This is an optimization exercise on Yosys and OpenROAD, whose aim is small area, not a production implementation. The RTL was checked by simulation tests, not by an equivalence proof against the original design.

==> 02-27 <==
// snitch
module snitch #(
  parameter logic [31:0] BootAddr  = 32'h0000_1000,
  parameter logic [31:0] MTVEC     = BootAddr,  
  parameter bit          RVE       = 0,    
  parameter bit          RVFD      = 0     
) (
  input  logic          clk_i,
  input  logic          rst_i,
  input  logic [31:0]   hart_id_i,
  output logic [31:0]   inst_addr_o,
  input  logic [31:0]   inst_data_i,
  output logic          inst_valid_o,
  input  logic          inst_ready_i,
  output logic [31:0]   acc_qaddr_o,
  output logic [4:0]    acc_qid_o,
  output logic [31:0]   acc_qdata_op_o,
  output logic [63:0]   acc_qdata_arga_o,
  output logic [63:0]   acc_qdata_argb_o,
  output logic [63:0]   acc_qdata_argc_o,
  output logic          acc_qvalid_o,
  input  logic          acc_qready_i,
  input  logic [63:0]   acc_pdata_i,
  input  logic [4:0]    acc_pid_i,
  input  logic          acc_perror_i,
  input  logic          acc_pvalid_i,
  output logic          acc_pready_o,
  output logic [31:0]   data_qaddr_o,
  output logic          data_qwrite_o,
  output logic [3:0]    data_qamo_o,
  output logic [63:0]   data_qdata_o,
  output logic [7:0]    data_qstrb_o,
  output logic          data_qvalid_o,
  input  logic          data_qready_i,
  input  logic [63:0]   data_pdata_i,
  input  logic          data_perror_i,
  input  logic          data_pvalid_i,
  output logic          data_pready_o,
  input  logic          wake_up_sync_i,  
  output logic [2:0]    fpu_rnd_mode_o,
  input  logic [4:0]    fpu_status_i,
  output logic [3:0]    core_events_o
);
export LEC_CHECK = 0
export CAP_MARGIN = 20
export CORE_MARGIN = 2
export CORE_UTILIZATION = 40
export GPL_TIMING_DRIVEN = 0
export SETUP_SLACK_MARGIN = 0.3
export SLEW_MARGIN = 20
export SYNTH_HIERARCHICAL = 1
create_clock -name core_clock -period 16.0 [get_ports {clk_i}]
run.sh (not shown) runs the stock make flow with config.mk's settings and CLKGATE_MAP_FILE= SYNTH_SCRIPT=/design/flow/synth_recipe.tcl, a recipe that flattens the netlist after the stock synthesis.
==> 06-18 (differences from 02-27) <==
==> flow/flow/run.sh (new file) <==
#!/bin/bash
# Layout: the standard ORFS flow (standard.sh). Synthesis runs unchanged; the
# later steps change a few ORFS settings:
#  - port buffers use the smallest buffer cell;
#  - the buffers ABC inserted are removed before placement (repair_design
#    re-buffers what needs it);
#  - the largest buffers and inverters are kept out of repair (added to the
#    platform's don't-use list), so high-fanout nets get moderate buffers;
#  - clock tree synthesis with small clock buffers and no dummy loads.
# make's output goes to synth.log and standard.log; each tool's log is in orfs/logs.
set -euo pipefail
bash standard.sh synth > synth.log 2>&1
bash standard.sh \
  "DONT_USE_CELLS=sky130_fd_sc_hd__probe_p_8 sky130_fd_sc_hd__probec_p_8 sky130_fd_sc_hd__lpflow_bleeder_1 sky130_fd_sc_hd__lpflow_clkbufkapwr_1 sky130_fd_sc_hd__lpflow_clkbufkapwr_16 sky130_fd_sc_hd__lpflow_clkbufkapwr_2 sky130_fd_sc_hd__lpflow_clkbufkapwr_4 sky130_fd_sc_hd__lpflow_clkbufkapwr_8 sky130_fd_sc_hd__lpflow_clkinvkapwr_1 sky130_fd_sc_hd__lpflow_clkinvkapwr_16 sky130_fd_sc_hd__lpflow_clkinvkapwr_2 sky130_fd_sc_hd__lpflow_clkinvkapwr_4 sky130_fd_sc_hd__lpflow_clkinvkapwr_8 sky130_fd_sc_hd__lpflow_decapkapwr_12 sky130_fd_sc_hd__lpflow_decapkapwr_3 sky130_fd_sc_hd__lpflow_decapkapwr_4 sky130_fd_sc_hd__lpflow_decapkapwr_6 sky130_fd_sc_hd__lpflow_decapkapwr_8 sky130_fd_sc_hd__lpflow_inputiso0n_1 sky130_fd_sc_hd__lpflow_inputiso0p_1 sky130_fd_sc_hd__lpflow_inputiso1n_1 sky130_fd_sc_hd__lpflow_inputiso1p_1 sky130_fd_sc_hd__lpflow_inputisolatch_1 sky130_fd_sc_hd__lpflow_isobufsrc_1 sky130_fd_sc_hd__lpflow_isobufsrc_16 sky130_fd_sc_hd__lpflow_isobufsrc_2 sky130_fd_sc_hd__lpflow_isobufsrc_4 sky130_fd_sc_hd__lpflow_isobufsrc_8 sky130_fd_sc_hd__lpflow_isobufsrckapwr_16 sky130_fd_sc_hd__lpflow_lsbuf_lh_hl_isowell_tap_1 sky130_fd_sc_hd__lpflow_lsbuf_lh_hl_isowell_tap_2 sky130_fd_sc_hd__lpflow_lsbuf_lh_hl_isowell_tap_4 sky130_fd_sc_hd__lpflow_lsbuf_lh_isowell_4 sky130_fd_sc_hd__lpflow_lsbuf_lh_isowell_tap_1 sky130_fd_sc_hd__lpflow_lsbuf_lh_isowell_tap_2 sky130_fd_sc_hd__lpflow_lsbuf_lh_isowell_tap_4 sky130_fd_sc_hd__buf_12 sky130_fd_sc_hd__buf_16 sky130_fd_sc_hd__bufinv_16 sky130_fd_sc_hd__inv_12 sky130_fd_sc_hd__inv_16" \
  "BUFFER_PORTS_ARGS=-buffer_cell sky130_fd_sc_hd__buf_1" \
  "REMOVE_ABC_BUFFERS=1" \
  "CTS_ARGS=-sink_clustering_enable -repair_clock_nets -dont_use_dummy_load -buf_list {sky130_fd_sc_hd__clkbuf_4 sky130_fd_sc_hd__clkbuf_8}" \
  finish > standard.log 2>&1
==> flow/standard.sh (new file) <==
#!/bin/bash
# synth_recipe.tcl (not shown) runs the flow's synth.tcl, then flattens the netlist and writes it again
# the make line also repeats each setting of config.mk as NAME=value (left out here)
make -C /OpenROAD-flow-scripts/flow DESIGN_CONFIG=/design/flow/config.mk WORK_HOME=/design/flow/orfs CLKGATE_MAP_FILE= SYNTH_SCRIPT=/design/flow/synth_recipe.tcl "${@:-finish}"
- CAP_MARGIN: 20 -> 5
- SLEW_MARGIN: 20 -> 5
removed: flow/run.sh
==> key figures <==
Worst hold path
  • Hold path endpoint: mem_q[17][18]

Clock network
  • Num CTS Buffers: approximately 110

Final layout
  • ANT cells: 14
  • Clock buffer count: approximately 160

STA
  • Post-route setup slack: between 0.2 and 0.3 ns

Run status
  • Run status: complete, no violations

Placement
  • Routability-driven placement congestion ratio: ~1.1
Source of the figures above: 02-27

==> key figures <==
Run status
  • Run status: failed layout checks
  • Layout violations: max-capacitance violations

Yosys
  • Synth Area in Compound Gates: 0.3761
  • Post-Synth Simple-Gate Area: 0.1095

Final layout
  • ANT cells: 30

Critical path
  • Most used cell, CP: a21oi_1

Clock network
  • Num CTS Buffers: about 180

STA
  • Post-route setup slack: 0.3285 ns

Run
  • Max-cap violations: 1

Placement
  • Routability-driven placement congestion ratio: 1.014
Source of the figures above: 06-18

-- what the ideal ports hide --
The flow's constraints put no driver on any port. The routed layouts listed below were extracted and timed again, unchanged, in two steps.
Step 1: set_driving_cell puts a clkbuf_16 on clk_i and a buf_2 on each other input, an assumption about the parent block.
Step 2 adds t to the input delays and takes it off the output delays; t is the mean of the earliest and latest rising clock arrival at the registers after step 1. Input paths then give back, and output paths get back, about the clock's delay inside the block.
a / b / c = ideal ports / drivers / drivers and shift; a / b = the first two.
run	t (ns)	slack for setup (ns)	hold WS [ns]	latest minus earliest clock arrival (ns)	pins driven straight from the clock port
02-27	0.827	0.275 / 0.321 / -0.505	0.497 / 0.497 / 0.497	0.055 / 0.055	1
06-18	0.952	0.328 / 0.303 / -0.649	0.494 / 0.494 / 0.494	0.120 / 0.119	1
For 06-18, which loses most, drivers alone change the setup slack by -0.025 ns; drivers and shift together by -0.977 ns.
